This design comes from an exercise in tuning for small area, a short achievable clock period and few clock cycles on the open sky130 flow, not from production work.
In this exercise RTL edits were held to simulation tests only and were not proved equivalent to the original.
The flow treats the clock pin as an ideal source, which a real chip does not have.
Power is estimated from default activity; no workload was simulated.

[flow/config.mk]
export PLATFORM = sky130hd
export DESIGN_NAME = fsm
export DESIGN_NICKNAME = fsm
export VERILOG_FILES = /design/flow/design.v
export SDC_FILE = /design/flow/constraint.sdc
export NUM_CORES = 4
export LEC_CHECK = 0
export CAP_MARGIN = 20
export CORE_MARGIN = 2
export CORE_UTILIZATION = 40
export SETUP_SLACK_MARGIN = 3
export SLEW_MARGIN = 20
export SYNTH_HIERARCHICAL = 1
export SYNTH_MINIMUM_KEEP_SIZE = 0
[flow/constraint.sdc]
create_clock -name core_clock -period 5.0 [get_ports {clk}]
set_input_delay 1.0000 -clock core_clock [delete_from_list [all_inputs] [get_ports {clk}]]
set_output_delay 1.0000 -clock core_clock [all_outputs]
set_load 0.01 [all_outputs]
[flow/design.v]
module fsm(
    input [15:0] dataIn,
    input R_I,
    input reset,
    input clk,
    output reg REG_ERROR,
    output [15:0] dataOut,
    output reg R_O
);
wire        s = dataIn[15];
wire [11:0] x = dataIn[11:0];
wire        busy = R_O | REG_ERROR;
wire        err;
cv_err u_err (.x(dataIn[14:0]), .s(s), .err(err));
wire [11:0] nm;
cv_abs u_abs (.x(x), .s(s), .nm(nm));
wire k8, k4, nk8, nk4, nk0;
cv_class u_cls (.x(x), .s(s), .k8(k8), .k4(k4), .nk8(nk8), .nk4(nk4), .nk0(nk0));
wire [11:0] t4;
genvar g;
generate
    for (g = 8; g < 12; g = g + 1) begin : c_hi
        cv_o221ai u (.a1(nk4), .a2(nm[g-4]), .b1(nk8), .b2(nm[g-8]), .c1(nm[g]), .y(t4[g]));
    end
    for (g = 4; g < 8; g = g + 1) begin : c_mid
        cv_mux2i u (.s(k4), .a0(nm[g]), .a1(nm[g-4]), .y(t4[g]));
    end
    for (g = 0; g < 4; g = g + 1) begin : c_lo
        cv_nor2 u (.a(nk0), .b(nm[g]), .y(t4[g]));
    end
endgenerate
wire f1, f2, f3;
cv_nor2b u_f1 (.a(t4[11]), .bn(t4[10]), .y(f1));
cv_nor3b u_f2 (.a(t4[11]), .b(t4[10]), .cn(t4[9]), .y(f2));
cv_nor4b u_f3 (.a(t4[11]), .b(t4[10]), .c(t4[9]), .dn(t4[8]), .y(f3));
reg        sgn, q8, q4, p1, p2, p3;
reg [11:0] r4;
always @(posedge clk) begin
    sgn <= s;
    q8  <= k8;
    q4  <= k4;
    p1  <= f1;
    p2  <= f2;
    p3  <= f3;
    r4  <= t4;
    if (reset) begin
        R_O       <= 1'b0;
        REG_ERROR <= 1'b0;
    end else begin
        R_O       <= R_I & ~busy & ~err;
        REG_ERROR <= R_I & ~busy & err;
    end
end
wire p0 = r4[11];
cv_ao22  u_m0 (.a1(p0), .a2(r4[1]), .b1(p1), .b2(r4[0]), .y(dataOut[0]));
cv_ao222 u_m1 (.a1(p0), .a2(r4[2]), .b1(p1), .b2(r4[1]), .c1(p2), .c2(r4[0]), .y(dataOut[1]));
generate
    for (g = 2; g < 10; g = g + 1) begin : o_m
        cv_ao2222 u (.a1(p0), .a2(r4[g+1]), .b1(p1), .b2(r4[g]), .c1(p2), .c2(r4[g-1]),
                     .d1(p3), .d2(r4[g-2]), .y(dataOut[g]));
    end
endgenerate
cv_exp2 u_exp (.q8(q8), .q4(q4), .p0(p0), .p1(p1), .p2(p2), .p3(p3), .e(dataOut[14:10]));
assign dataOut[15] = sgn;
endmodule
module cv_exp2 (input q8, q4, p0, p1, p2, p3, output [4:0] e);
    wire k0 = ~q8 & ~q4;
    wire p012 = p0 | p1 | p2;
    assign e[0] = p1 | p3;
    assign e[1] = p0 | p3;
    assign e[2] = q4 ? p012 : p3;
    assign e[3] = (k0 & p012) | (q8 & p3);
    assign e[4] = p012 | (p3 & ~q8);
endmodule
module cv_ao22 (input a1, a2, b1, b2, output y);
    assign y = (a1 & a2) | (b1 & b2);
endmodule
module cv_ao222 (input a1, a2, b1, b2, c1, c2, output y);
    wire u, v;
    cv_aoi22 ua (.a1(a1), .a2(a2), .b1(b1), .b2(b2), .y(u));
    cv_nand2 ub (.a(c1), .b(c2), .y(v));
    cv_nand2 uc (.a(u), .b(v), .y(y));
endmodule
module cv_ao2222 (input a1, a2, b1, b2, c1, c2, d1, d2, output y);
    wire u, v;
    cv_aoi22 ua (.a1(a1), .a2(a2), .b1(b1), .b2(b2), .y(u));
    cv_aoi22 ub (.a1(c1), .a2(c2), .b1(d1), .b2(d2), .y(v));
    cv_nand2 uc (.a(u), .b(v), .y(y));
endmodule
module cv_aoi22 (input a1, a2, b1, b2, output y);
    assign y = ~((a1 & a2) | (b1 & b2));
endmodule
module cv_nor2b (input a, bn, output y);
    assign y = ~a & bn;
endmodule
module cv_nor3b (input a, b, cn, output y);
    assign y = ~a & ~b & cn;
endmodule
module cv_nor4b (input a, b, c, dn, output y);
    assign y = ~a & ~b & ~c & dn;
endmodule
module cv_err (input [14:0] x, input s, output err);
    assign err = s ? ~&x[14:11] : (|x[14:12] | (x[11] & |x[10:0]));
endmodule
module cv_abs (input [11:0] x, input s, output [11:0] nm);
    wire [11:0] lo;
    assign lo[0] = 1'b0;
    genvar i;
    generate
        for (i = 1; i < 12; i = i + 1) begin : p
            assign lo[i] = |x[i-1:0];
        end
    endgenerate
    assign nm = ~(x ^ ({12{s}} & lo));
endmodule
module cv_class (input [11:0] x, input s, output k8, k4, nk8, nk4, nk0);
    wire lt16  = s ? (&x[10:4] & |x[3:0]) : ~|x[11:4];
    wire lt256 = s ? (&x[10:8] & |x[7:0]) : ~|x[11:8];
    assign k8  = lt16;
    assign nk8 = ~lt16;
    assign k4  = lt256 & ~lt16;
    assign nk4 = ~(lt256 & ~lt16);
    assign nk0 = lt256;
endmodule
module cv_exp (input q8, q4, q2, n11, n10, output [4:0] e);
    wire [3:0] lz = {q8, q4, q2, n11};
    wire nz = ~(n11 & n10);
    assign e = nz ? (5'd26 - {1'b0, lz}) : 5'd0;
endmodule
module cv_o221ai (input a1, a2, b1, b2, c1, output y);
    assign y = ~((a1 | a2) & (b1 | b2) & c1);
endmodule
module cv_mux2i (input s, a0, a1, output y);
    assign y = ~(s ? a1 : a0);
endmodule
module cv_nor2 (input a, b, output y);
    assign y = ~(a | b);
endmodule
module cv_nand2 (input a, b, output y);
    assign y = ~(a & b);
endmodule
module cv_inv (input a, output y);
    assign y = ~a;
endmodule
[flow/flow/run.sh]
#!/bin/bash
# ORFS layout as in standard.sh, with two changes:
#  - ABC maps with Yosys's own delay-driven script and target MY_ABC_D (ps)
#    instead of ORFS's abc_speed script (everything else in synthesis as in
#    synth_recipe.tcl, so the registers keep their names and cells);
#  - plain buf_1 cells as the port buffers.
set -euo pipefail
W=$PWD
source "$W/flow/params.sh"
export MY_ABC_D MY_ABC_SCRIPT
# cells whose names match MY_ABC_AVOID (a regular expression) are kept out of ABC's library
MY_ABC_DONTUSE=""
if [[ -n "${MY_ABC_AVOID:-}" ]]; then
  MY_ABC_DONTUSE=$(grep -oE '^\s*cell *\( *"?sky130_fd_sc_hd__[a-z0-9_]+' "$FLOW_HOME/platforms/sky130hd/lib/sky130_fd_sc_hd__tt_025C_1v80.lib" \
    | grep -oE 'sky130_fd_sc_hd__[a-z0-9_]+' | grep -E "sky130_fd_sc_hd__($MY_ABC_AVOID)" | tr '\n' ' ')
fi
export MY_ABC_DONTUSE
export BUFFER_PORTS_ARGS="-buffer_cell sky130_fd_sc_hd__buf_1"
sed "s#SYNTH_SCRIPT=[^ ]*#SYNTH_SCRIPT=$W/flow/my_synth.tcl#" standard.sh > my_standard.sh
bash my_standard.sh finish > standard_flow.log 2>&1
[flow/flow/map.abc]
&get -n
&st
&dch
&nf
&put
topo
stime -c
[flow/flow/my_synth.tcl]
# synth_recipe.tcl with the abc call's script and delay target replaced.
proc abc {args} {
  set out {}
  for {set i 0} {$i < [llength $args]} {incr i} {
    set a [lindex $args $i]
    if {$a eq "-script"} {
      incr i
      if {$::env(MY_ABC_SCRIPT) ne ""} { lappend out -script $::env(MY_ABC_SCRIPT) }
      continue
    }
    if {$a eq "-D"} { incr i; continue }
    lappend out $a
  }
  if {$::env(MY_ABC_D) ne ""} { lappend out -D $::env(MY_ABC_D) }
  # extra cells ABC may not map to (slow many-input cells)
  if {[info exists ::env(MY_ABC_DONTUSE)]} {
    foreach pat $::env(MY_ABC_DONTUSE) {
      lappend out -dont_use $pat
    }
  }
  puts "my abc: $out"
  yosys abc {*}$out
}
source [file join [file dirname [file normalize [info script]]] .. synth_recipe.tcl]
[flow/flow/params.sh]
MY_ABC_D=""
MY_ABC_SCRIPT="$W/flow/map.abc"
MY_ABC_AVOID="or4|and4|or3|and3|nor4|nand4|o41|a41|o311|a311|o2111|a2111|mux4|xor3|xnor3|maj3|fa_|ha_"
[flow/standard.sh]
#!/bin/bash
# synth_recipe.tcl (not shown) runs the flow's synth.tcl, then flattens the netlist and writes it again
# the make line also repeats each setting of config.mk as NAME=value (left out here)
make -C /OpenROAD-flow-scripts/flow DESIGN_CONFIG=/design/flow/config.mk WORK_HOME=/design/flow/orfs CLKGATE_MAP_FILE= SYNTH_SCRIPT=/design/flow/synth_recipe.tcl "${@:-finish}"
==> impl_metrics.tcl, run 1 <==
set metrics [dict create \
    clock_sink_count 20 \
    path_depth 4 \
    initialDrtViolationCount 87 \
    die-area_mm2 0.003333 \
    dp_hpwl_um 2131 \
    syn_avg_cell_area_um2 7.803 \
    clock_path_buffers 2 \
    synth_cell_type_count 24 \
    yosys.area.top_type_share_pct 34.67 \
    cp.buffers_inverters 2 \
    worst_ep_arrival_time_ns 1.18 \
    wl_um 3201 \
    antenna_violations_before_repair 0 \
    critical_path_data_required_time_ns 4.00 \
    tritoncts "done" \
    global_route_wire_length_before_repair_um 4823 \
    tns_ns 0 \
    drc 0 \
    setup.worst_path.end_class "primary output" \
    die-width_um 57.73 \
    grt.total_usage_pct 18.07 \
    synth_register_bits 20 \
    fin_worst_skew_ns 0.00003139 \
    final-hold-violation-count 0 \
    post_synth_instance_area_mm2 0.001155 \
    clkSlewWorstSetupHoldPaths_ns 0.10 \
    placement_rows 19 \
    floorplan.initialDensity_pct 41.88 \
    gp_congestion 0.7558 \
    async_flop_share_pct 0 \
    syn-num-nets 167 \
    critical_path.slowest_cell "sky130_fd_sc_hd__dfxtp_4" \
    top_level_ports 37 \
    critPathTopFamily "flip-flops" \
    maximum_level_of_the_cts_h_tree 1 \
    route.vias.total 1269 \
    min_period_ns 2.185 \
    worst_skew_pair.late_latency_ns 0.29 \
    share_of_synthesized_area_occupied_by_flip_flops_and_latches_pct 34.67 \
    timing.critical_path.slowest_cell_delay_ns 0.39 \
    timing.hold.worst.class "flip-flop to flip-flop" \
    max_cap_viols 0 \
    post_layout_instance_area_mm2 0.001887 \
    status "complete, no violations" \
    wl_per_cell_um 13.92 \
    setup_violations 0 \
    gr-total-overflow 0 \
    power_per_cell_area_mw_per_mm2 238.3 \
    maxClockFrequency_mhz 457.7 \
    synth_largest_area_cell "sky130_fd_sc_hd__dfxtp_1" \
    cts_made_buffers 3 \
    yosys_most_used_dff "sky130_fd_sc_hd__dfxtp_1" \
    ys_top_cells_by_area "sky130_fd_sc_hd__dfxtp_1, sky130_fd_sc_hd__a22oi_1, sky130_fd_sc_hd__xor2_1" \
    critical_path.cell_chain "buf_6 -> a22oi_2 -> nand2_1 -> buf_2" \
    peak_vdd_ir_mv 0.1556 \
    synth-edff-count 0 \
    root_buffer "sky130_fd_sc_hd__clkbuf_4" \
    area_growth_syn_to_layout_pct 63.38 \
    path_class "flip-flop to primary output" \
    grt_start_max_net_pins 22 \
    drt-vias-per-instance 5.517 \
    dp_area_mm2 0.001405 \
    rr_worst_depth 2 \
    worst-path-max-fanout 6 \
    antenna_cells_inserted 0 \
    final_nets 219 \
    synth_cells 148 \
    port-buffer-count 36 \
    core_region_area_mm2 0.002758 \
    p_leak_nw 0.7062 \
    share_of_the_clock_period_used_by_the_worst_path_pct 43.70 \
    start_kind "flip-flop" \
    antenna_violating_nets_post_route 0 \
    min_path_cells 2 \
    final.fill_count 220 \
    drive_above_1_share_pct 44.22 \
    tightestPinTransition_ns 0.4430 \
    chipHeight_um 57.73 \
    yosysWarningCount 7 \
    drtPass1Iterations 4 \
    grt_pass1_vias 1118 \
    timing.slew.headroom_pct 70.36 \
    rsz0062_at_grt "true" \
    drv_slew 0 \
]
-- Yosys stat by module (local to each module, per instance), a selection --
module     copies in the design  cell area, µm²  flip-flops and latches  cells
cv_nor3b                      1           7.507                       0      1
cv_nor2                       4           3.754                       0      1
cv_o221ai                     4           8.758                       0      1
cv_exp2                       1           46.29                       0      9
cv_mux2i                      4           10.01                       0      1
cv_nor2b                      1           6.256                       0      1
-- layout make-up --
class / instances / area [µm²] / area share [%]
clock buffers: 4 / 36.28 / 1.923
well taps: 31 / 38.79 / 2.056
inverters: 5 / 18.77 / 0.9947
flip-flops and latches: 20 / 415.4 / 22.02
multi-input cells: 122 / 1013 / 53.71
repair buffers: 48 / 364.1 / 19.30
-- kinds of logic after synthesis --
| logic type | share of synthesized area, % |
|---|---|
| buffers and inverters | 2.276 |
| flip-flops | 34.67 |
| AO/OA/AOI/OAI | 25.57 |
| multiplexers | 3.467 |
| AND/OR/NAND/NOR | 25.68 |
| XOR/XNOR | 8.342 |
-- final timing paths --
path | from | endpoint | slack [ns]
worst min-delay path | R_O$_SDFF_PP0_ | REG_ERROR$_SDFF_PP0_ | 0.55
worst max register to register | REG_ERROR$_SDFF_PP0_ | R_O$_SDFF_PP0_ | 4.17
worst min register to register | R_O$_SDFF_PP0_ | REG_ERROR$_SDFF_PP0_ | 0.55
worst max-delay path | r4[11]$_DFF_P_ | dataOut[9] | 2.82
-- stage by stage --
step                      util (%)  hold WS [ns]  cells  setup WS, ns  power (mW)
after floorplan                  -        0.5895    148         2.867      0.2646
after global placement       50.95        0.5249    214         2.244      0.3058
after detailed placement     50.95        0.5425    214         2.164      0.3080
after CTS                    61.84        0.5544    225         2.842      0.4282
after global routing         68.42        0.5759    230         2.750      0.4743
final                        68.42        0.5512    230         2.815      0.4496
-- placed cells by master, fill, tap and decap left out, types with 5 or more instances in the layout --
cell type,count
sky130_fd_sc_hd__a22oi_1,9
sky130_fd_sc_hd__a22oi_2,8
sky130_fd_sc_hd__buf_1,11
sky130_fd_sc_hd__buf_2,11
sky130_fd_sc_hd__buf_4,9
sky130_fd_sc_hd__buf_6,12
sky130_fd_sc_hd__clkinv_1,5
sky130_fd_sc_hd__dfxtp_1,16
sky130_fd_sc_hd__nand2_1,18
sky130_fd_sc_hd__nor2_1,13
sky130_fd_sc_hd__nor2_4,7
sky130_fd_sc_hd__xor2_1,8
-- per-layer routing --
layer	track usage, %	part of all wire (%)	up-vias
met2	32.14	54	38
met3	1.339	3.7	5
li1	-	-	637
met5	0	0	-
met1	21.84	41	589
met4	8.970	2.1	0
-- repair_timing --
item / 4_1_cts / 5_1_grt
setup endpoints to repair: 33 / 22
gates resized for setup: 83 / 35
hold buffers: 0 / 0
pin swaps: 30 / 18
buffers inserted: 7 / 5
-- worst min-delay path: cells and delay by family (launching register included) --
family,cells,cell delay (ns)
AND/OR/NAND/NOR,2,0.17
flip-flops,1,0.34
-- sequential cells by signal (all words and copies together) (netlist names) --
signal     cells
sgn            1
q4             1
p2             1
p1             1
REG_ERROR      1
r4            12
p3             1
q8             1
R_O            1
-- synth_stat cells (2+ instances only) --
| cell | instances |
|---|---|
| sky130_fd_sc_hd__nand2_1 | 23 |
| sky130_fd_sc_hd__o31ai_1 | 5 |
| sky130_fd_sc_hd__a22oi_1 | 17 |
| sky130_fd_sc_hd__nand3_1 | 5 |
| sky130_fd_sc_hd__clkinv_1 | 5 |
| sky130_fd_sc_hd__dfxtp_1 | 20 |
| sky130_fd_sc_hd__or2_0 | 5 |
| sky130_fd_sc_hd__o221ai_1 | 5 |
| sky130_fd_sc_hd__nor3b_1 | 4 |
| sky130_fd_sc_hd__o21a_1 | 2 |
| sky130_fd_sc_hd__nor3_1 | 5 |
| sky130_fd_sc_hd__nor2_1 | 23 |
| sky130_fd_sc_hd__mux2i_1 | 4 |
| sky130_fd_sc_hd__o21ai_0 | 6 |
| sky130_fd_sc_hd__xor2_1 | 10 |
-- power by group --
group | switching [mW] | internal [mW]
logic | 0.0837 | 0.0806
clock network | 0.0438 | 0.0444
registers | 0.0222 | 0.175
total | 0.150 | 0.300
Testbench counts, summed over its fixed seeds: cycles 24,000.
==> run 2, diff against run 1 <==
--- a/flow/config.mk
+++ b/flow/config.mk
@@ -10,3 +10,3 @@
 export CORE_UTILIZATION = 40
-export SETUP_SLACK_MARGIN = 3
+export SETUP_SLACK_MARGIN = 3.3
 export SLEW_MARGIN = 20
==> run 2 against run 1 <==
  * Sequential power barely moved
  * Die area is the same
  * Worst setup slack barely moved
  * Still clean on timing, DRC and antenna
  * Critical path depth is the same
  * Largest power group unchanged
  * Final area is 13% higher
  * Synthesized cell count stayed put
  * Non-clock buffer count is 8 higher
  * Clock skew hardly changed
  * Total power up 12%
  * Maximum frequency is essentially flat
  * Sequential cell count is the same
==> impl_metrics.tcl, run 2 <==
set metrics [dict create \
    status "complete, no violations" \
    setup.worst_path.end_class "primary output" \
    syn-num-nets 167 \
    peak_vdd_ir_mv 0.2257 \
    fin_worst_skew_ns 0.000009687 \
    setup_violations 0 \
    grt_start_max_net_pins 22 \
    total_power_mw 0.5058 \
    yosys_most_used_dff "sky130_fd_sc_hd__dfxtp_1" \
    port-buffer-count 36 \
    floorplan.initialDensity_pct 41.88 \
    clock_sink_count 20 \
    maximum_level_of_the_cts_h_tree 1 \
    path_class "flip-flop to primary output" \
    worst-path-max-fanout 6 \
    die-width_um 57.73 \
    antenna_cells_inserted 0 \
    wl_per_cell_um 14.99 \
    final-hold-violation-count 0 \
    async_flop_share_pct 0 \
    clock_path_buffers 2 \
    grt_pass1_vias 1232 \
    initialDrtViolationCount 60 \
    maxClockFrequency_mhz 457.8 \
    largest_register_ffs 12 \
    start_kind "flip-flop" \
    rsz0062_at_grt "true" \
    wl_um 3568 \
    core_region_area_mm2 0.002758 \
    timing.hold.worst.class "flip-flop to flip-flop" \
    syn_avg_cell_area_um2 7.803 \
    max_cap_viols 0 \
    synth.top_cells.by_count "sky130_fd_sc_hd__nand2_1, sky130_fd_sc_hd__nor2_1, sky130_fd_sc_hd__dfxtp_1, sky130_fd_sc_hd__a22oi_1, sky130_fd_sc_hd__xor2_1" \
    gp_congestion 0.8416 \
    critical_path_data_required_time_ns 4.00 \
    chipHeight_um 57.73 \
    clkSlewWorstSetupHoldPaths_ns 0.11 \
    share_of_the_clock_period_used_by_the_worst_path_pct 43.69 \
    die-area_mm2 0.003333 \
    route.vias.total 1338 \
    synth_largest_area_cell "sky130_fd_sc_hd__dfxtp_1" \
    tritoncts "done" \
    drt-vias-per-instance 5.622 \
    registers.top_by_ff_count "r4" \
    placement_rows 19 \
    min_period_ns 2.185 \
    mostFrequentLayoutCell "sky130_fd_sc_hd__buf_6" \
    antenna_violating_nets_post_route 0 \
    synth_register_bits 20 \
    p_leak_nw 0.8044 \
    grt.total_usage_pct 21.33 \
    drv_slew 0 \
    timing.slew.headroom_pct 72.97 \
    cts_hold_buffers 0 \
    drc 0 \
    ys_top_cells_by_area "sky130_fd_sc_hd__dfxtp_1, sky130_fd_sc_hd__a22oi_1, sky130_fd_sc_hd__xor2_1" \
    drtPass1Iterations 4 \
    top_level_ports 37 \
    yosysWarningCount 7 \
    synth-edff-count 0 \
    yosys.area.top_type_share_pct 34.67 \
    global_route_wire_length_before_repair_um 5533 \
    antenna_violations_before_repair 0 \
    worst_ep_arrival_time_ns 1.18 \
    placed_cells_incl_taps 214 \
    post_synth_instance_area_mm2 0.001155 \
    drive_above_1_share_pct 56.04 \
    gr-total-overflow 0 \
    tightestPinTransition_ns 0.4041 \
    most_frequent_cells_in_the_layout "sky130_fd_sc_hd__buf_6, sky130_fd_sc_hd__nand2_1, sky130_fd_sc_hd__dfxtp_1" \
    power_per_cell_area_mw_per_mm2 237.9 \
    area_growth_syn_to_layout_pct 84.07 \
    fin_hold_ws_ns 0.5439 \
    synth_cells 148 \
    dp_hpwl_um 2193 \
    root_buffer "sky130_fd_sc_hd__clkbuf_4" \
    share_of_synthesized_area_occupied_by_flip_flops_and_latches_pct 34.67 \
    final_nets 227 \
    tns_ns 0 \
    cts_made_buffers 3 \
    fin_cells 238 \
    worst_skew_pair.late_latency_ns 0.28 \
    synth_cell_type_count 24 \
]
run 2: Yosys stat by module (local to each module, per instance), excerpt:
module    cells  cell area, µm²
cv_nor4b      2           11.26
cv_aoi22      1           7.507
cv_nor3b      1           7.507
cv_nor2b      1           6.256
fsm          25           434.2
cv_abs       33           206.4
cv_class     23           118.9
run 2: final timing paths:
kind,cells after the start,from,endpoint,slack [ns]
max reg2reg,2,REG_ERROR$_SDFF_PP0_,R_O$_SDFF_PP0_,4.19
max,4,r4[11]$_DFF_P_,dataOut[2],2.82
min,2,R_O$_SDFF_PP0_,REG_ERROR$_SDFF_PP0_,0.54
min reg2reg,2,R_O$_SDFF_PP0_,REG_ERROR$_SDFF_PP0_,0.54
run 2: per-layer routing:
layer / wire, µm / GRT usage (%) / up-vias
met5: 0 / 0 / -
met4: 61 / 10.30 / 0
met3: 128 / 1.563 / 5
met2: 1972 / 40.91 / 41
met1: 1405 / 23.36 / 626
li1: - / - / 666
run 2: cells by family after synthesis:
logic type	after synthesis	synth area share, %
flops	20	34.67
compound gates	40	25.57
buf+inv	6	2.276
mux	4	3.467
xor+xnor	11	8.342
simple gates	67	25.68
run 2: timing repair:
action	in CTS	in global routing
endpoints found under the setup margin	37	36
setup buffers	16	4
endpoints found under the hold margin	0	0
pin swaps	41	14
gates resized for setup	110	31
run 2: power breakdown:
group | switching [mW] | internal (mW) | total (mW)
logic | 0.0906 | 0.0930 | 0.184
clock network | 0.0434 | 0.0809 | 0.124
registers | 0.0229 | 0.175 | 0.198
run 2: stage by stage:
step | instance area [µm²] | worst slack, ns | util [%]
6_report | 2126 | 2.815 | 77.09
5_1_grt | 2126 | 2.754 | 77.09
4_1_cts | 1972 | 2.835 | 71.51
3_5_place_dp | 1454 | 2.155 | 52.72
3_3_place_gp | 1454 | 2.248 | 52.72
2_1_floorplan | 1287 | 2.867 | -
run 2: area by class of cell:
| cell class | instances | area [µm²] |
|---|---|---|
| clock buffer | 3 | 22.52 |
| clock inverter | 1 | 30.03 |
| fill | 179 | 631.9 |
| inverter | 5 | 20.02 |
| multi-input combinational | 122 | 1111 |
| sequential | 20 | 417.9 |
| tap | 31 | 38.79 |
| timing repair buffer | 56 | 485.5 |
run 2: worst max-delay path: stages, from the launching register on:
cell and delay [ns]:
sky130_fd_sc_hd__dfxtp_4 0.39, sky130_fd_sc_hd__buf_6 0.14, sky130_fd_sc_hd__a22oi_2 0.16, sky130_fd_sc_hd__nand2_1 0.07, sky130_fd_sc_hd__buf_2 0.14
==> run 3, diff against run 2 <==
--- a/flow/flow/run.sh
+++ b/flow/flow/run.sh
@@ -1,7 +1,11 @@
 #!/bin/bash
-# ORFS layout as in standard.sh, with two changes:
-#  - ABC maps with Yosys's own delay-driven script and target MY_ABC_D (ps)
-#    instead of ORFS's abc_speed script (everything else in synthesis as in
-#    synth_recipe.tcl, so the registers keep their names and cells);
-#  - plain buf_1 cells as the port buffers.
+# ORFS layout as in standard.sh (the standard flow's own layout), with two changes:
+#  - synthesis is synth_recipe.tcl, except that ABC maps with the script in
+#    flow/map.abc (plain mapping, no sizing: the resizer sizes the cells
+#    later) and, if MY_ABC_AVOID is set, without the slow many-input cells it
+#    names; registers are mapped as in synth_recipe.tcl and keep their names;
+#  - plain buf_1 cells as the port buffers (the resizer upsizes them where
+#    timing needs it).
+# Settings are in flow/params.sh; the ORFS output goes to standard_flow.log
+# and the per-step logs under orfs/logs.
 set -euo pipefail
--- a/flow/flow/my_synth.tcl
+++ b/flow/flow/my_synth.tcl
@@ -1,2 +1,3 @@
-# synth_recipe.tcl with the abc call's script and delay target replaced.
+# synth_recipe.tcl with the abc call's script replaced (MY_ABC_SCRIPT), its
+# delay target dropped or set (MY_ABC_D) and cells kept out (MY_ABC_DONTUSE).
 proc abc {args} {
--- a/flow/config.mk
+++ b/flow/config.mk
@@ -10,3 +10,3 @@
 export CORE_UTILIZATION = 40
-export SETUP_SLACK_MARGIN = 3.3
+export SETUP_SLACK_MARGIN = 2.85
 export SLEW_MARGIN = 20
==> run 3 against run 2 <==
  * Sequential power barely moved
  * Die area did not move
  * Sequential share of layout area rose by 5.3 points
  * Via count decreased by 6.7%
  * Combinational power decreased by 22%
  * Clock skew hardly changed
  * Maximum frequency rose by 0.80%
  * Critical path type unchanged
==> impl_metrics.tcl, run 3 <==
set metrics [dict create \
    status "complete, no violations" \
    die-area_mm2 0.003333 \
    most_frequent_cells_in_the_layout "sky130_fd_sc_hd__nand2_1, sky130_fd_sc_hd__nor2_1, sky130_fd_sc_hd__buf_1" \
    final-hold-violation-count 0 \
    synth_register_bits 20 \
    floorplan.initialDensity_pct 41.88 \
    route.vias.total 1248 \
    yosys.area.top_type_share_pct 34.67 \
    grt.total_usage_pct 16.33 \
    drv_slew 0 \
    drive_above_1_share_pct 32.47 \
    cts_hold_buffers 0 \
    core_region_area_mm2 0.002758 \
    initialDrtViolationCount 61 \
    tightestPinTransition_ns 0.4410 \
    drtPass1Iterations 4 \
    detailedPlace.worstSlack_ns 2.133 \
    fin_hold_ws_ns 0.5554 \
    dp_hpwl_um 2117 \
    peak_vdd_ir_mv 0.1969 \
    regToRegEndpoint "REG_ERROR$_SDFF_PP0_" \
    global_route_wire_length_before_repair_um 4305 \
    tritoncts "done" \
    synth_cell_type_count 24 \
    synth_largest_area_cell "sky130_fd_sc_hd__dfxtp_1" \
    register_to_register_setup_slack_ns 4.19 \
    timing.slew.headroom_pct 70.60 \
    tns_ns 0 \
    critPathLaunch "r4[11]$_DFF_P_" \
    post-route-util_pct 60.30 \
    placement_rows 19 \
    timing.hold.worst.class "flip-flop to flip-flop" \
    min_period_ns 2.167 \
    final.fill_count 283 \
    regToRegStartpoint "REG_ERROR$_SDFF_PP0_" \
    layout_setup_ws_ns 2.833 \
    synth-edff-count 0 \
    maximum_level_of_the_cts_h_tree 1 \
    gr-total-overflow 0 \
    crit_end "dataOut[6]" \
    port-buffer-count 36 \
    grt_pass1_vias 992 \
    setup_violations 0 \
    clock_path_buffers 2 \
    syn_avg_cell_area_um2 7.803 \
    area_growth_syn_to_layout_pct 43.99 \
    power_per_cell_area_mw_per_mm2 255.8 \
    drt-vias-per-instance 5.547 \
    share_of_the_clock_period_used_by_the_worst_path_pct 43.35 \
    antenna_violations_before_repair 0 \
    yosys_most_used_dff "sky130_fd_sc_hd__dfxtp_1" \
    final_nets 214 \
    grt_start_max_net_pins 22 \
    syn-num-nets 167 \
    ys_top_cells_by_area "sky130_fd_sc_hd__dfxtp_1, sky130_fd_sc_hd__a22oi_1, sky130_fd_sc_hd__xor2_1" \
    share_of_synthesized_area_occupied_by_flip_flops_and_latches_pct 34.67 \
    synth.top_cells.by_count "sky130_fd_sc_hd__nand2_1, sky130_fd_sc_hd__nor2_1, sky130_fd_sc_hd__dfxtp_1, sky130_fd_sc_hd__a22oi_1, sky130_fd_sc_hd__xor2_1" \
    root_buffer "sky130_fd_sc_hd__clkbuf_4" \
    fin_worst_skew_ns 0.000001832 \
    drc 0 \
    wl_um 2967 \
    top_level_ports 37 \
    registers.top_by_ff_count "r4" \
    start_kind "flip-flop" \
    critical_path_data_required_time_ns 4.00 \
    clock_sink_count 20 \
    synth_cells 148 \
    mostFrequentLayoutCell "sky130_fd_sc_hd__nand2_1" \
    chipHeight_um 57.73 \
    clkSlewWorstSetupHoldPaths_ns 0.10 \
    worst_ep_arrival_time_ns 1.17 \
    rr_worst_depth 2 \
    antenna_cells_inserted 0 \
    async_flop_share_pct 0 \
    p_leak_nw 0.6213 \
    post_synth_instance_area_mm2 0.001155 \
    rsz0062_at_grt "true" \
    worst_skew_pair.late_latency_ns 0.28 \
    yosysWarningCount 7 \
    max_cap_viols 0 \
    cts_made_buffers 3 \
    setup.worst_path.end_class "primary output" \
    maxClockFrequency_mhz 461.4 \
    worst-path-max-fanout 6 \
    gp_congestion 0.7693 \
    wl_per_cell_um 13.19 \
    path_class "flip-flop to primary output" \
    antenna_violating_nets_post_route 0 \
    die-width_um 57.73 \
    largest_register_ffs 12 \
]
## run 3: how the worst min path moves through the flow
stage	cells past startpoint	to	start
2_1_floorplan	2	REG_ERROR$_SDFF_PP0_	R_O$_SDFF_PP0_
3_3_place_gp	2	REG_ERROR$_SDFF_PP0_	R_O$_SDFF_PP0_
3_5_place_dp	2	R_O$_SDFF_PP0_	REG_ERROR$_SDFF_PP0_
4_1_cts	2	R_O$_SDFF_PP0_	REG_ERROR$_SDFF_PP0_
5_1_grt	2	R_O$_SDFF_PP0_	R_O$_SDFF_PP0_
6_report	2	REG_ERROR$_SDFF_PP0_	R_O$_SDFF_PP0_
## run 3: routing by layer
layer	global-route usage [%]	routed length [µm]	vias to the layer above
li1	-	-	628
met1	19.67	1153	568
met2	29.55	1586	44
met3	1.339	140	8
met4	6.977	87	0
met5	0	0	-
## run 3: cell type report
cell class	count	area, µm²	area share [%]
Clock buffer	4	36.28	2.182
Inverter	5	18.77	1.129
Multi-Input combinational cell	122	923.4	55.53
Sequential cell	20	415.4	24.98
Tap cell	31	38.79	2.333
Timing Repair Buffer	43	230.2	13.85
## run 3: Yosys stat by module (local to each module, per instance), a selection
module,flip-flops and latches,cell area [µm²],cells,copies in the design
cv_class,0,118.9,23,1
cv_err,0,60.06,14,1
cv_nor4b,0,11.26,2,1
cv_mux2i,0,10.01,1,4
cv_o221ai,0,8.758,1,4
cv_ao22,0,8.758,1,1
cv_nor3b,0,7.507,1,1
cv_aoi22,0,7.507,1,17
cv_nor2,0,3.754,1,4
cv_nand2,0,3.754,1,10
## run 3: through the flow
step | total power [mW] | instance area (µm²) | cells
4_1_cts | 0.4007 | 1495 | 221
3_3_place_gp | 0.3038 | 1385 | 214
6_report | 0.4254 | 1663 | 225
2_1_floorplan | 0.2639 | 1219 | 148
3_5_place_dp | 0.3060 | 1385 | 214
5_1_grt | 0.4535 | 1663 | 225
## run 3: cells by family after synthesis
family / share of synthesized area, %
AND/OR/NAND/NOR: 25.68
AO/OA/AOI/OAI: 25.57
buffers and inverters: 2.276
flip-flops: 34.67
XOR/XNOR: 8.342
multiplexers: 3.467
## run 3: critical path, cell delays in order (launching register included)
cell and delay, ns:
sky130_fd_sc_hd__dfxtp_4 0.39, sky130_fd_sc_hd__buf_6 0.14, sky130_fd_sc_hd__a22oi_2 0.17, sky130_fd_sc_hd__nand2_1 0.06
sky130_fd_sc_hd__buf_1 0.12
## run 3: power by group
part	total, mW	switching, mW	internal, mW
sequential	0.196	0.0213	0.175
combinational	0.143	0.0764	0.0670
clock	0.0857	0.0415	0.0443
total	0.425	0.139	0.286
## run 3: timing repair
action | in CTS | in global routing
setup buffers | 3 | 4
gates resized for setup | 26 | 41
pin swaps | 2 | 14
setup endpoints to repair | 27 | 20
==> run 4, diff against run 3 <==
--- a/flow/config.mk
+++ b/flow/config.mk
@@ -10,3 +10,3 @@
 export CORE_UTILIZATION = 40
-export SETUP_SLACK_MARGIN = 2.85
+export SETUP_SLACK_MARGIN = 2.7
 export SLEW_MARGIN = 20
==> run 4 against run 3 <==
  * Clock skew is essentially flat
  * Count of clock-buffer cells in the layout shrank 1
  * First-iteration DRC count shrank 28%
  * Final area shrank 14%
  * Sequential share of layout area grew 3.7 points
  * Die area is the same
  * Clock power grew 47%
  * Synthesized cell count is the same
  * Combinational power shrank 24%
  * Final cell count shrank 3.1%
  * Register-to-register slack lost 0.02 ns
  * Worst setup slack lost 0.057 ns
==> impl_metrics.tcl, run 4 <==
set metrics [dict create \
    status "complete, no violations" \
    antenna_violations_before_repair 0 \
    mostFrequentLayoutCell "sky130_fd_sc_hd__buf_1" \
    crit_end "p3$_DFF_P_" \
    tns_ns 0 \
    maximum_level_of_the_cts_h_tree 1 \
    cts_hold_buffers 0 \
    worst_ep_arrival_time_ns 2.47 \
    gr-total-overflow 0 \
    most_frequent_cells_in_the_layout "sky130_fd_sc_hd__buf_1, sky130_fd_sc_hd__nor2_1, sky130_fd_sc_hd__nand2_1" \
    drv_slew 0 \
    timing.hold.worst.class "flip-flop to flip-flop" \
    clkSlewWorstSetupHoldPaths_ns 0.11 \
    cts_made_buffers 3 \
    ys_top_cells_by_area "sky130_fd_sc_hd__dfxtp_1, sky130_fd_sc_hd__a22oi_1, sky130_fd_sc_hd__xor2_1" \
    clock_sink_count 20 \
    yosys_most_used_dff "sky130_fd_sc_hd__dfxtp_1" \
    antenna_cells_inserted 0 \
    timing.slew.headroom_pct 74.89 \
    fin_cells 218 \
    peak_vdd_ir_mv 0.2065 \
    wl_per_cell_um 12.09 \
    largest_register_ffs 12 \
    dp_area_mm2 0.001321 \
    drc 0 \
    worst_skew_pair.late_latency_ns 0.30 \
    registers.top_by_ff_count "r4" \
    netSwitchingPower_mw 0.1287 \
    p_leak_nw 0.5140 \
    share_of_the_clock_period_used_by_the_worst_path_pct 44.48 \
    wl_um 2636 \
    grt_start_max_net_pins 22 \
    area_growth_syn_to_layout_pct 23.73 \
    port-buffer-count 36 \
    synth_cells 148 \
    async_flop_share_pct 0 \
    placement_rows 19 \
    critical_path_data_required_time_ns 5.25 \
    rr_worst_depth 2 \
    critical_path.slowest_cell "sky130_fd_sc_hd__xnor2_1" \
    setup.worst_path.end_class "flip-flop" \
    critPathLaunch "dataIn[1]" \
    power.sequential.fraction_pct 45.4 \
    synth-edff-count 0 \
    drive_above_1_share_pct 10.70 \
    synth_cell_type_count 24 \
    top_level_ports 37 \
    worst-path-max-fanout 6 \
    synth_largest_area_cell "sky130_fd_sc_hd__dfxtp_1" \
    maxClockFrequency_mhz 449.6 \
    min_period_ns 2.224 \
    share_clk_of_total_power_pct 29.4 \
    synth.top_cells.by_count "sky130_fd_sc_hd__nand2_1, sky130_fd_sc_hd__nor2_1, sky130_fd_sc_hd__dfxtp_1, sky130_fd_sc_hd__a22oi_1, sky130_fd_sc_hd__xor2_1" \
    regToRegEndpoint "R_O$_SDFF_PP0_" \
    regToRegStartpoint "REG_ERROR$_SDFF_PP0_" \
    total_power_mw 0.4299 \
    gp_congestion 0.7987 \
    fin_hold_ws_ns 0.5576 \
    post_synth_instance_area_mm2 0.001155 \
    grt.total_usage_pct 15.89 \
    rsz0062_at_grt "true" \
    route.vias.total 1181 \
    power_per_cell_area_mw_per_mm2 300.9 \
    setup_violations 0 \
    switching_share_pct 29.94 \
    final-hold-violation-count 0 \
    synth_register_bits 20 \
    syn-num-nets 167 \
    yosysWarningCount 7 \
    layout_setup_ws_ns 2.776 \
    tritoncts "done" \
    yosys.area.top_type_share_pct 34.67 \
    floorplan.initialDensity_pct 41.88 \
    placed_cells_incl_taps 214 \
    core_region_area_mm2 0.002758 \
    final.fill_count 300 \
    timing.critical_path.slowest_cell_delay_ns 0.32 \
    max_cap_viols 0 \
    antenna_violating_nets_post_route 0 \
    path_class "input port to flip-flop" \
    detailedPlace.worstSlack_ns 2.231 \
    syn_avg_cell_area_um2 7.803 \
    critical_path.cell_chain "buf_1 -> nor2_2 -> nand3_1 -> o21a_1 -> xnor2_1 -> o221ai_2 -> nor3_1 -> and2_0" \
    initialDrtViolationCount 44 \
    tightestPinTransition_ns 0.3740 \
    final_nets 207 \
    global_route_wire_length_before_repair_um 4202 \
    fin_worst_skew_ns 0.000005468 \
    dp_hpwl_um 2124 \
    drt-vias-per-instance 5.417 \
    register_to_register_setup_slack_ns 4.17 \
    power_frac_comb_pct 25.2 \
    post-route-util_pct 51.81 \
    share_of_synthesized_area_occupied_by_flip_flops_and_latches_pct 34.67 \
    intPower_mw 0.3012 \
    grt_pass1_vias 1022 \
    chipHeight_um 57.73 \
    die-area_mm2 0.003333 \
    drtPass1Iterations 5 \
    start_kind "input port" \
    post_layout_instance_area_mm2 0.001429 \
    die-width_um 57.73 \
    root_buffer "sky130_fd_sc_hd__clkbuf_4" \
    clock_path_buffers 2 \
]
run 4: cell counts after synthesis:
Identical to the previous run, type by type.
run 4: power groups by stage:
stage / clock network [mW] / logic (mW) / registers (mW)
floorplan: 0 / 0.0670 / 0.193
global placement: 0 / 0.102 / 0.196
detailed placement: 0 / 0.104 / 0.198
global route: 0.133 / 0.122 / 0.198
CTS: 0.128 / 0.105 / 0.195
finish: 0.126 / 0.108 / 0.195
run 4: worst min-delay path by stage:
| stage | start | endpoint | slack (ns) | cells after the start |
|---|---|---|---|---|
| floorplan | R_O$_SDFF_PP0_ | REG_ERROR$_SDFF_PP0_ | 0.59 | 2 |
| global placement | R_O$_SDFF_PP0_ | REG_ERROR$_SDFF_PP0_ | 0.52 | 2 |
| detailed placement | REG_ERROR$_SDFF_PP0_ | REG_ERROR$_SDFF_PP0_ | 0.55 | 2 |
| CTS | REG_ERROR$_SDFF_PP0_ | REG_ERROR$_SDFF_PP0_ | 0.56 | 2 |
| global route | R_O$_SDFF_PP0_ | R_O$_SDFF_PP0_ | 0.57 | 2 |
| finish | R_O$_SDFF_PP0_ | REG_ERROR$_SDFF_PP0_ | 0.56 | 2 |
run 4: kinds of logic after synthesis:
kind of cell | Yosys count | synth area share, %
AOI/OAI and AO/OA | 40 | 25.57
xor gates and xnor gates | 11 | 8.342
buffers and inverters | 6 | 2.276
DFF | 20 | 34.67
muxes | 4 | 3.467
and+or+nand+nor | 67 | 25.68
run 4: metal layers:
metal | vias to the layer above | share of wire [%] | GRT usage (%)
li1 | 616 | - | -
met1 | 522 | 42 | 18.94
met2 | 37 | 51 | 28.41
met3 | 6 | 4.9 | 0.6696
met4 | 0 | 2.5 | 8.970
met5 | - | 0 | 0
run 4: modules after synthesis (local to each module, per instance), a selection:
module	copies in the design	cell area, µm²
cv_nor2	4	3.754
cv_nor3b	1	7.507
cv_nor2b	1	6.256
fsm	1	434.2
cv_abs	1	206.4
cv_nand2	10	3.754
cv_ao22	1	8.758
run 4: cell type report:
class | count | area (µm²) | share of cell area (%)
inverters | 5 | 18.77 | 1.313
well taps | 31 | 38.79 | 2.715
repair buffers | 36 | 138.9 | 9.720
clock inverters | 1 | 30.03 | 2.102
clock buffers | 3 | 22.52 | 1.576
multi-input cells | 122 | 769.5 | 53.85
flip-flops and latches | 20 | 410.4 | 28.72
run 4: timing repair:
action                                 4_1_cts  5_1_grt
gates resized for setup                      6       12
setup endpoints to repair                    6        4
pin swaps                                    0        1
endpoints found under the hold margin        0        0
setup buffers                                0        0
run 4: critical path: cells and delay by family:
family,cells,cell delay (ns)
compound gates,2,0.40
xor+xnor,1,0.32
simple gates,4,0.60
buf+inv,1,0.16
==> run 5, diff against run 4 <==
--- a/flow/flow/run.sh
+++ b/flow/flow/run.sh
@@ -21,2 +21,4 @@
 export MY_ABC_DONTUSE
+# clock tree options, if set, replace ORFS's defaults for clock_tree_synthesis
+if [[ -n "${MY_CTS_ARGS:-}" ]]; then export CTS_ARGS="$MY_CTS_ARGS"; fi
 export BUFFER_PORTS_ARGS="-buffer_cell sky130_fd_sc_hd__buf_1"
==> flow/flow/params.sh (replaced) <==
MY_ABC_D=""
MY_ABC_SCRIPT="$W/flow/map.abc"
MY_ABC_AVOID="or4|and4|or3|and3|nor4|nand4|o41|a41|o311|a311|o2111|a2111|mux4|xor3|xnor3|maj3|fa_|ha_"
MY_CTS_ARGS="-sink_clustering_enable -repair_clock_nets -dont_use_dummy_load"
--- a/flow/config.mk
+++ b/flow/config.mk
@@ -8,5 +8,5 @@
 export CAP_MARGIN = 20
-export CORE_MARGIN = 2
-export CORE_UTILIZATION = 40
-export SETUP_SLACK_MARGIN = 2.7
+export CORE_AREA = 2 2 62 62
+export DIE_AREA = 0 0 64 64
+export SETUP_SLACK_MARGIN = 2.6
 export SLEW_MARGIN = 20
==> run 5 against run 4 <==
  * Clock skew hardly changed
  * Maximum frequency is 4.4% lower
  * Synthesized cell count stayed put
  * Largest cell class unchanged
==> impl_metrics.tcl, run 5 <==
set metrics [dict create \
    syn_avg_cell_area_um2 7.803 \
    placement_rows 21 \
    die-width_um 64 \
    post-route-util_pct 41.34 \
    post_synth_instance_area_mm2 0.001155 \
    worst-path-max-fanout 10 \
    area_growth_syn_to_layout_pct 21.34 \
    grt_start_max_net_pins 22 \
    p_leak_nw 0.4980 \
    synth_cells 148 \
    met2WireLength_um 1179 \
    min_period_ns 2.326 \
    syn-num-nets 167 \
    synth-edff-count 0 \
    wl_met1_um 1241 \
    dp_hpwl_um 2035 \
    regToRegEndpoint "R_O$_SDFF_PP0_" \
    cts_made_buffers 3 \
    final_nets 207 \
    grt.total_usage_pct 12.92 \
    registers.top_by_ff_count "r4" \
    final-hold-violation-count 0 \
    min_path_cells 2 \
    status "complete, no violations" \
    most_frequent_cells_in_the_layout "sky130_fd_sc_hd__buf_1, sky130_fd_sc_hd__nor2_1, sky130_fd_sc_hd__nand2_1" \
    register_to_register_setup_slack_ns 4.21 \
    yosysWarningCount 7 \
    chipHeight_um 64 \
    clock_sink_count 20 \
    drive_above_1_share_pct 8.065 \
    antenna_cells_inserted 0 \
    clkSlewWorstSetupHoldPaths_ns 0.09 \
    die-area_mm2 0.004096 \
    rr_worst_depth 2 \
    drtPass1Iterations 4 \
    yosys.area.top_type_share_pct 34.67 \
    timing.slew.headroom_pct 76.44 \
    largest_register_ffs 12 \
    routed-wl-met3_um 113 \
    global_route_wire_length_before_repair_um 4312 \
    postCtsSetupBuffers 0 \
    top_level_ports 37 \
    share_of_synthesized_area_occupied_by_flip_flops_and_latches_pct 34.67 \
    floorplan.initialDensity_pct 34.07 \
    hold_start "REG_ERROR$_SDFF_PP0_" \
    power_per_cell_area_mw_per_mm2 264.0 \
    synth_register_bits 20 \
    gp_congestion 0.7682 \
    dp_area_mm2 0.001340 \
    drc 0 \
    async_flop_share_pct 0 \
    antenna_violations_before_repair 0 \
    ys_top_cells_by_area "sky130_fd_sc_hd__dfxtp_1, sky130_fd_sc_hd__a22oi_1, sky130_fd_sc_hd__xor2_1" \
    grt_pass1_vias 1010 \
    worst_skew_pair.late_latency_ns 0.29 \
    route.vias.total 1157 \
    port-buffer-count 36 \
    mostFrequentLayoutCell "sky130_fd_sc_hd__buf_1" \
    timing.hold.worst.class "flip-flop to flip-flop" \
    synth.top_cells.by_count "sky130_fd_sc_hd__nand2_1, sky130_fd_sc_hd__nor2_1, sky130_fd_sc_hd__dfxtp_1, sky130_fd_sc_hd__a22oi_1, sky130_fd_sc_hd__xor2_1" \
    maxClockFrequency_mhz 430.0 \
    path_class "flip-flop to primary output" \
    drt-vias-per-instance 4.987 \
    cts_hold_buffers 0 \
    worst_hold_path.endpoint "REG_ERROR$_SDFF_PP0_" \
    core_region_area_mm2 0.003390 \
    yosys_most_used_dff "sky130_fd_sc_hd__dfxtp_1" \
    antenna_violating_nets_post_route 0 \
    wl_um 2569 \
    tritoncts "done" \
    initialDrtViolationCount 37 \
    total_power_mw 0.3700 \
    wl_per_cell_um 11.07 \
    worst_ep_arrival_time_ns 1.33 \
    setup.worst_path.end_class "primary output" \
    regToRegStartpoint "REG_ERROR$_SDFF_PP0_" \
    start_kind "flip-flop" \
    peak_vdd_ir_mv 0.06479 \
    tns_ns 0 \
    critical_path_data_required_time_ns 4.00 \
    fin_hold_ws_ns 0.5554 \
    synth_cell_type_count 24 \
    topRoutingLayerUsed "met4" \
    setup_violations 0 \
    drv_slew 0 \
    fin_worst_skew_ns 0.00004319 \
    post_layout_instance_area_mm2 0.001401 \
    gr-total-overflow 0 \
    share_of_the_clock_period_used_by_the_worst_path_pct 46.51 \
    tightestPinTransition_ns 0.3533 \
    max_cap_viols 0 \
    rsz0062_at_grt "true" \
    synth_largest_area_cell "sky130_fd_sc_hd__dfxtp_1" \
]
-- run 5: area by class of cell --
class	instances	area, µm²
fill	352	1988
multi-input combinational	122	759.5
sequential	20	404.1
timing repair buffer	36	138.9
tap	46	57.56
clock buffer	3	22.52
inverter	5	18.77
-- run 5: per-layer routing --
| layer | vias to the layer above | global-route usage, % |
|---|---|---|
| met5 | - | 0 |
| met2 | 32 | 20.05 |
| met1 | 509 | 17.73 |
| li1 | 613 | - |
| met4 | 0 | 7.337 |
| met3 | 3 | 0.7042 |
-- run 5: worst max-delay path by stage --
| stage | depth (start not counted) | slack (ns) | endpoint | from |
|---|---|---|---|---|
| 5_1_grt | 8 | 2.57 | p3$_DFF_P_ | dataIn[1] |
| 3_5_place_dp | 6 | 2.22 | p3$_DFF_P_ | dataIn[15] |
| 4_1_cts | 3 | 2.60 | dataOut[13] | p1$_DFF_P_ |
| 6_report | 3 | 2.67 | dataOut[13] | p2$_DFF_P_ |
| 2_1_floorplan | 7 | 2.76 | p3$_DFF_P_ | dataIn[10] |
| 3_3_place_gp | 6 | 2.26 | p3$_DFF_P_ | dataIn[15] |
-- run 5: kinds of logic after synthesis --
logic type / Yosys count / share of synthesized area (%)
AO/OA/AOI/OAI: 40 / 25.57
flip-flops: 20 / 34.67
XOR/XNOR: 11 / 8.342
AND/OR/NAND/NOR: 67 / 25.68
buffers and inverters: 6 / 2.276
multiplexers: 4 / 3.467
-- run 5: metrics by stage --
step | std cells | worst slack [ns]
3_3_place_gp | 229 | 2.263
5_1_grt | 232 | 2.568
2_1_floorplan | 148 | 2.758
4_1_cts | 232 | 2.605
6_report | 232 | 2.674
3_5_place_dp | 229 | 2.215
-- run 5: worst max-delay path: stages (launching register included) --
cell                      delay, ns
sky130_fd_sc_hd__dfxtp_1       0.52
sky130_fd_sc_hd__nor3_1        0.13
sky130_fd_sc_hd__o31ai_1       0.21
sky130_fd_sc_hd__buf_1         0.18
-- run 5: timing repair --
| item | in CTS | in global routing |
|---|---|---|
| cloned | 0 | 0 |
| pin swaps | 0 | 2 |
| setup endpoints to repair | 2 | 5 |
| resized for setup | 2 | 11 |
-- run 5: power by group --
part	internal [mW]	leakage [nW]	switching [mW]	total [mW]
clock network	0.0281	0.0138	0.0410	0.0690
registers	0.175	0.168	0.0195	0.195
logic	0.0440	0.317	0.0622	0.106
-- run 5: per-module statistics from Yosys, one instance, submodules excluded, a selection --
module	copies in the design	cells inside
cv_nor2	4	1
cv_nand2	10	1
cv_abs	1	33
cv_mux2i	4	1
cv_ao22	1	1
cv_class	1	23
cv_nor2b	1	1
==> run 6, diff against run 5 <==
==> flow/flow/params.sh (replaced) <==
MY_ABC_D=""
MY_ABC_SCRIPT="$W/flow/map.abc"
MY_ABC_AVOID="or4|and4|or3|and3|nor4|nand4|o41|a41|o311|a311|o2111|a2111|mux4|xor3|xnor3|maj3|fa_|ha_"
MY_CTS_ARGS=""
==> run 6 against run 5 <==
  * Core utilization unchanged
  * Total power unchanged
  * Maximum frequency unchanged
  * Count of clock-buffer cells in the layout unchanged
  * Routed wire length unchanged
  * Still clean on timing, DRC and antenna
==> impl_metrics.tcl, run 6 <==
set metrics [dict create \
    gr-total-overflow 0 \
    switching_share_pct 33.15 \
    register_to_register_setup_slack_ns 4.21 \
    critical_path_data_required_time_ns 4.00 \
    drv_slew 0 \
    share_of_synthesized_area_occupied_by_flip_flops_and_latches_pct 34.67 \
    clock_sink_count 20 \
    drtPass1Iterations 4 \
    netSwitchingPower_mw 0.1227 \
    maxClockFrequency_mhz 430.0 \
    core_region_area_mm2 0.003390 \
    route.vias.total 1157 \
    final.fill_count 352 \
    gp_congestion 0.7682 \
    tritoncts "done" \
    ff_latch_area_um2 404.1 \
    antenna_violations_before_repair 0 \
    cp.buffers_inverters 1 \
    clkSlewWorstSetupHoldPaths_ns 0.09 \
    critical_path.slowest_cell "sky130_fd_sc_hd__dfxtp_1" \
    placement_rows 21 \
    drive_above_1_share_pct 8.065 \
    grt.total_usage_pct 12.92 \
    setup_violations 0 \
    cts_hold_buffers 0 \
    registers.top_by_ff_count "r4" \
    chipHeight_um 64 \
    start_kind "flip-flop" \
    critical_path.cell_chain "nor3_1 -> o31ai_1 -> buf_1" \
    antenna_cells_inserted 0 \
    drc 0 \
    timing.hold.worst.class "flip-flop to flip-flop" \
    multiInputGateArea_um2 759.5 \
    cts_made_buffers 3 \
    yosys.area.top_type_share_pct 34.67 \
    worst_ep_arrival_time_ns 1.33 \
    async_flop_share_pct 0 \
    post_layout_instance_area_mm2 0.001401 \
    worst_skew_pair.late_latency_ns 0.29 \
    synth_cell_type_count 24 \
    top_level_ports 37 \
    final-hold-violation-count 0 \
    synth.top_cells.by_count "sky130_fd_sc_hd__nand2_1, sky130_fd_sc_hd__nor2_1, sky130_fd_sc_hd__dfxtp_1, sky130_fd_sc_hd__a22oi_1, sky130_fd_sc_hd__xor2_1" \
    die-area_mm2 0.004096 \
    initialDrtViolationCount 37 \
    floorplan.initialDensity_pct 34.07 \
    area_growth_syn_to_layout_pct 21.34 \
    global_route_wire_length_before_repair_um 4312 \
    drt-vias-per-instance 4.987 \
    port-buffer-count 36 \
    power_per_cell_area_mw_per_mm2 264.0 \
    setup.worst_path.end_class "primary output" \
    fin_worst_skew_ns 0.00004319 \
    synth_largest_area_cell "sky130_fd_sc_hd__dfxtp_1" \
    ys_top_cells_by_area "sky130_fd_sc_hd__dfxtp_1, sky130_fd_sc_hd__a22oi_1, sky130_fd_sc_hd__xor2_1" \
    power.sequential.fraction_pct 52.6 \
    yosys_most_used_dff "sky130_fd_sc_hd__dfxtp_1" \
    largest_register_ffs 12 \
    antenna_violating_nets_post_route 0 \
    synth_cells 148 \
    grt_start_max_net_pins 22 \
    tightestPinTransition_ns 0.3533 \
    most_frequent_cells_in_the_layout "sky130_fd_sc_hd__buf_1, sky130_fd_sc_hd__nor2_1, sky130_fd_sc_hd__nand2_1" \
    dp_hpwl_um 2035 \
    power_frac_comb_pct 28.7 \
    grt_pass1_vias 1010 \
    wl_per_cell_um 11.07 \
    mostFrequentLayoutCell "sky130_fd_sc_hd__buf_1" \
    post_synth_instance_area_mm2 0.001155 \
    synth-edff-count 0 \
    share_of_the_clock_period_used_by_the_worst_path_pct 46.51 \
    timing.critical_path.slowest_cell_delay_ns 0.52 \
    wl_um 2569 \
    timing.slew.headroom_pct 76.44 \
    postCtsSetupBuffers 0 \
    final_nets 207 \
    max_cap_viols 0 \
    tns_ns 0 \
    share_clk_of_total_power_pct 18.7 \
    p_leak_nw 0.4980 \
    syn_avg_cell_area_um2 7.803 \
    status "complete, no violations" \
    die-width_um 64 \
    critPathTopFamily "flip-flops" \
    intPower_mw 0.2473 \
    total_power_mw 0.3700 \
    min_period_ns 2.326 \
    worst-path-max-fanout 10 \
    synth_register_bits 20 \
    dp_area_mm2 0.001340 \
    syn-num-nets 167 \
    yosysWarningCount 7 \
    path_class "flip-flop to primary output" \
    rsz0062_at_grt "true" \
    peak_vdd_ir_mv 0.06479 \
]
==> run 6: cell counts after synthesis <==
No cell type changed its count.
==> run 6: through the flow <==
step	hold WS, ns	cells	utilization, %	setup WS (ns)
final	0.5554	232	41.34	2.674
after global routing	0.5887	232	41.34	2.568
after CTS	0.5595	232	40.27	2.605
after detailed placement	0.5475	229	39.53	2.215
after global placement	0.5354	229	39.53	2.263
after floorplan	0.5895	148	-	2.758
==> run 6: cell families after synthesis <==
kind of cell | count (synthesis) | share of synthesized area (%)
muxes | 4 | 3.467
xor gates and xnor gates | 11 | 8.342
and+or+nand+nor | 67 | 25.68
AOI/OAI and AO/OA | 40 | 25.57
buffers and inverters | 6 | 2.276
DFF | 20 | 34.67
==> run 6: timing repair <==
item,in CTS,in global routing
resized for setup,2,11
pin swaps,0,2
cloned,0,0
endpoints found under the setup margin,2,5
==> run 6: worst min-delay path, delay by kind of cell, from the launching register on <==
kind	cells	cell delay, ns
flip-flops	1	0.34
AND/OR/NAND/NOR	2	0.18
==> run 6: final cells by class <==
| class | count | share of cell area (%) |
|---|---|---|
| Clock buffer | 3 | 1.607 |
| Inverter | 5 | 1.339 |
| Multi-Input combinational cell | 122 | 54.20 |
| Sequential cell | 20 | 28.84 |
| Tap cell | 46 | 4.107 |
| Timing Repair Buffer | 36 | 9.911 |
==> run 6: path summary, 6_finish.rpt <==
kind | start | depth (start not counted) | end
min reg2reg | REG_ERROR$_SDFF_PP0_ | 2 | REG_ERROR$_SDFF_PP0_
max | p2$_DFF_P_ | 3 | dataOut[13]
min | REG_ERROR$_SDFF_PP0_ | 2 | REG_ERROR$_SDFF_PP0_
max reg2reg | REG_ERROR$_SDFF_PP0_ | 2 | R_O$_SDFF_PP0_
==> run 6: power by group through the flow <==
stage	clock network (mW)	registers (mW)	logic, mW
after floorplan	0	0.193	0.0670
after global placement	0	0.198	0.103
after detailed placement	0	0.198	0.103
after CTS	0.0708	0.194	0.104
after global routing	0.0772	0.198	0.120
final	0.0690	0.195	0.106
==> run 6: layer usage <==
metal	routed length, µm	global-route usage [%]	share of wire [%]	vias up
li1	-	-	-	613
met1	1241	17.73	48	509
met2	1179	20.05	46	32
met3	113	0.7042	4.4	3
met4	34	7.337	1.3	0
met5	0	0	0	-
==> run 6: modules after synthesis (local to each module, per instance), excerpt <==
| module | cells inside | copies in the design | area, µm² |
|---|---|---|---|
| cv_abs | 33 | 1 | 206.4 |
| cv_class | 23 | 1 | 118.9 |
| cv_err | 14 | 1 | 60.06 |
| cv_exp2 | 9 | 1 | 46.29 |
| cv_nor4b | 2 | 1 | 11.26 |
| cv_mux2i | 1 | 4 | 10.01 |
| cv_ao22 | 1 | 1 | 8.758 |
| cv_o221ai | 1 | 4 | 8.758 |
| cv_nor3b | 1 | 1 | 7.507 |
| cv_aoi22 | 1 | 17 | 7.507 |
| cv_nor2b | 1 | 1 | 6.256 |
| cv_nor2 | 1 | 4 | 3.754 |
| cv_nand2 | 1 | 10 | 3.754 |
==> run 7, diff against run 6 <==
--- a/flow/flow/run.sh
+++ b/flow/flow/run.sh
@@ -23,2 +23,4 @@
 if [[ -n "${MY_CTS_ARGS:-}" ]]; then export CTS_ARGS="$MY_CTS_ARGS"; fi
+# extra ORFS variables (NAME=value words), e.g. repair options
+for kv in ${MY_ENV:-}; do export "$kv"; done
 export BUFFER_PORTS_ARGS="-buffer_cell sky130_fd_sc_hd__buf_1"
==> flow/flow/map.abc (replaced) <==
&get -n
&st
&dch
&nf -a
&put
topo
stime -c
--- a/flow/flow/params.sh
+++ b/flow/flow/params.sh
@@ -4 +4,2 @@
 MY_CTS_ARGS=""
+MY_ENV=""
==> run 7 against run 6 <==
  * Still clean on timing, DRC and antenna
  * Combinational power is essentially flat
  * Worst setup slack is the same
  * Critical path depth did not move
  * Sequential cell count did not move
  * Critical path type unchanged
  * Critical endpoint unchanged
  * Highest routed layer unchanged
==> impl_metrics.tcl, run 7 <==
set metrics [dict create \
    status "complete, no violations" \
    share_of_the_clock_period_used_by_the_worst_path_pct 46.51 \
    die-area_mm2 0.004096 \
    registers.top_by_ff_count "r4" \
    critPathTopFamily "flip-flops" \
    drv_slew 0 \
    critical_path_data_required_time_ns 4.00 \
    dp_hpwl_um 2035 \
    regToRegEndpoint "R_O$_SDFF_PP0_" \
    synth_cells 148 \
    timing.slew.headroom_pct 76.44 \
    register_to_register_setup_slack_ns 4.21 \
    cts_made_buffers 3 \
    syn-num-nets 167 \
    post_layout_instance_area_mm2 0.001401 \
    min_path_cells 2 \
    final_nets 207 \
    tightestPinTransition_ns 0.3533 \
    rsz0062_at_grt "true" \
    tritoncts "done" \
    wl_per_cell_um 11.07 \
    core_region_area_mm2 0.003390 \
    synth_largest_area_cell "sky130_fd_sc_hd__dfxtp_1" \
    worst-path-max-fanout 10 \
    rr_worst_depth 2 \
    most_frequent_cells_in_the_layout "sky130_fd_sc_hd__buf_1, sky130_fd_sc_hd__nor2_1, sky130_fd_sc_hd__nand2_1" \
    start_kind "flip-flop" \
    drive_above_1_share_pct 8.065 \
    port-buffer-count 36 \
    timing.hold.worst.class "flip-flop to flip-flop" \
    p_leak_nw 0.4980 \
    worst_skew_pair.late_latency_ns 0.29 \
    die-width_um 64 \
    initialDrtViolationCount 37 \
    async_flop_share_pct 0 \
    worst_hold_path.endpoint "REG_ERROR$_SDFF_PP0_" \
    met2WireLength_um 1179 \
    routed-wl-met3_um 113 \
    cts_hold_buffers 0 \
    drtPass1Iterations 4 \
    maxClockFrequency_mhz 430.0 \
    syn_avg_cell_area_um2 7.803 \
    wl_um 2569 \
    setup.worst_path.end_class "primary output" \
    hold_start "REG_ERROR$_SDFF_PP0_" \
    worst_ep_arrival_time_ns 1.33 \
    timing.critical_path.slowest_cell_delay_ns 0.52 \
    fin_worst_skew_ns 0.00004319 \
    synth-edff-count 0 \
    drc 0 \
    peak_vdd_ir_mv 0.06479 \
    grt_pass1_vias 1010 \
    drt-vias-per-instance 4.987 \
    post_synth_instance_area_mm2 0.001155 \
    ys_top_cells_by_area "sky130_fd_sc_hd__dfxtp_1, sky130_fd_sc_hd__a22oi_1, sky130_fd_sc_hd__xor2_1" \
    yosys.area.top_type_share_pct 34.67 \
    setup_violations 0 \
    grt.total_usage_pct 12.92 \
    critical_path.slowest_cell "sky130_fd_sc_hd__dfxtp_1" \
    placement_rows 21 \
    grt_start_max_net_pins 22 \
    clock_sink_count 20 \
    wl_met1_um 1241 \
    postCtsSetupBuffers 0 \
    tns_ns 0 \
    critical_path.cell_chain "nor3_1 -> o31ai_1 -> buf_1" \
    antenna_violating_nets_post_route 0 \
    top_level_ports 37 \
    antenna_violations_before_repair 0 \
    largest_register_ffs 12 \
    dp_area_mm2 0.001340 \
    path_class "flip-flop to primary output" \
    chipHeight_um 64 \
    cp.buffers_inverters 1 \
    gp_congestion 0.7682 \
    final-hold-violation-count 0 \
    synth.top_cells.by_count "sky130_fd_sc_hd__nand2_1, sky130_fd_sc_hd__nor2_1, sky130_fd_sc_hd__dfxtp_1, sky130_fd_sc_hd__a22oi_1, sky130_fd_sc_hd__xor2_1" \
    max_cap_viols 0 \
    synth_cell_type_count 24 \
    critPathLaunch "p2$_DFF_P_" \
    floorplan.initialDensity_pct 34.07 \
    clkSlewWorstSetupHoldPaths_ns 0.09 \
    yosys_most_used_dff "sky130_fd_sc_hd__dfxtp_1" \
    yosysWarningCount 7 \
    fin_hold_ws_ns 0.5554 \
    global_route_wire_length_before_repair_um 4312 \
    mostFrequentLayoutCell "sky130_fd_sc_hd__buf_1" \
    topRoutingLayerUsed "met4" \
    regToRegStartpoint "REG_ERROR$_SDFF_PP0_" \
    power_per_cell_area_mw_per_mm2 264.0 \
    antenna_cells_inserted 0 \
    share_of_synthesized_area_occupied_by_flip_flops_and_latches_pct 34.67 \
    min_period_ns 2.326 \
    area_growth_syn_to_layout_pct 21.34 \
    synth_register_bits 20 \
    route.vias.total 1157 \
    gr-total-overflow 0 \
]
-- run 7: report_power, final --
part,internal [mW],switching [mW]
Sequential,0.175,0.0195
Combinational,0.0440,0.0622
Clock,0.0281,0.0410
-- run 7: logic make-up after synthesis --
logic type | count (synthesis) | share of synthesized area, %
muxes | 4 | 3.467
xor gates and xnor gates | 11 | 8.342
and+or+nand+nor | 67 | 25.68
buffers and inverters | 6 | 2.276
AOI/OAI and AO/OA | 40 | 25.57
DFF | 20 | 34.67
-- run 7: Yosys stat by module (local to each module, per instance), a selection --
module	copies in the design	flip-flops and latches	cells inside
cv_nand2	10	0	1
cv_class	1	0	23
cv_err	1	0	14
cv_nor2b	1	0	1
cv_nor3b	1	0	1
cv_nor2	4	0	1
cv_nor4b	1	0	2
cv_exp2	1	0	9
cv_o221ai	4	0	1
cv_mux2i	4	0	1
cv_ao22	1	0	1
fsm	1	20	25
cv_aoi22	17	0	1
cv_abs	1	0	33
-- run 7: metal layers --
metal,vias up,track usage [%]
li1,613,-
met1,509,17.73
met2,32,20.05
met3,3,0.7042
met4,0,7.337
met5,-,0
-- run 7: cell type report --
cell class | count | area (µm²)
Clock buffer | 3 | 22.52
Fill cell | 352 | 1988
Inverter | 5 | 18.77
Multi-Input combinational cell | 122 | 759.5
Sequential cell | 20 | 404.1
Tap cell | 46 | 57.56
Timing Repair Buffer | 36 | 138.9
-- run 7: timing repair --
| action | CTS | global route |
|---|---|---|
| endpoints found under the hold margin | 0 | 0 |
| endpoints found under the setup margin | 2 | 5 |
| pin swaps | 0 | 2 |
| resized for setup | 2 | 11 |
-- run 7: how the worst max path moves through the flow --
stage / endpoint / slack, ns / cells past startpoint
floorplan: p3$_DFF_P_ / 2.76 / 7
global placement: p3$_DFF_P_ / 2.26 / 6
detailed placement: p3$_DFF_P_ / 2.22 / 6
CTS: dataOut[13] / 2.60 / 3
global route: p3$_DFF_P_ / 2.57 / 8
finish: dataOut[13] / 2.67 / 3
-- run 7: worst register-to-register path, delay by kind of cell, from the launching register on --
family           cells  cell delay, ns
DFF                  1            0.32
and+or+nand+nor      2            0.39
-- run 7: through the flow --
stage / std cells / setup WS (ns) / utilization (%) / power [mW]
4_1_cts: 232 / 2.605 / 40.27 / 0.3685
2_1_floorplan: 148 / 2.758 / - / 0.2597
6_report: 232 / 2.674 / 41.34 / 0.3700
3_3_place_gp: 229 / 2.263 / 39.53 / 0.3014
5_1_grt: 232 / 2.568 / 41.34 / 0.3948
3_5_place_dp: 229 / 2.215 / 39.53 / 0.3012

-- what the ideal ports hide --
How much do the figures lean on ideal ports? The routed layouts below were timed once more, with nothing changed but the port constraints.
Step 1 sets driving cells, clkbuf_16 on the clock port and buf_2 on the other inputs (assumed; they add their load-dependent delay and slew).
Step 2 times the ports against the registers' clock, not the clock port: input delays grow and output delays shrink by t, the midpoint of the rising clock arrivals with the driver on.
Slacks: no drivers / after step 1 / after step 2; pairs: no drivers / after step 1.
run	t (ns)	setup WS [ns]	worst setup path at the end	clock arrival spread, ns	pins driven straight from the clock port
run 1	0.310	2.815 / 2.793 / 2.567	input to register	0.003 / 0.002	1
run 2	0.302	2.815 / 2.793 / 2.491	input to register	0.006 / 0.006	1
run 3	0.303	2.833 / 2.810 / 2.542	input to register	0.003 / 0.003	1
run 4	0.316	2.776 / 2.780 / 2.464	input to register	0.009 / 0.010	1
run 5	0.311	2.674 / 2.655 / 2.478	input to register	0.002 / 0.003	1
run 6	0.311	2.674 / 2.655 / 2.478	input to register	0.002 / 0.003	1
run 7	0.311	2.674 / 2.655 / 2.478	input to register	0.002 / 0.003	1
After both steps every run listed still meets setup and hold. For run 2, which loses most, drivers alone change the setup slack by -0.022 ns; drivers and shift together by -0.324 ns.
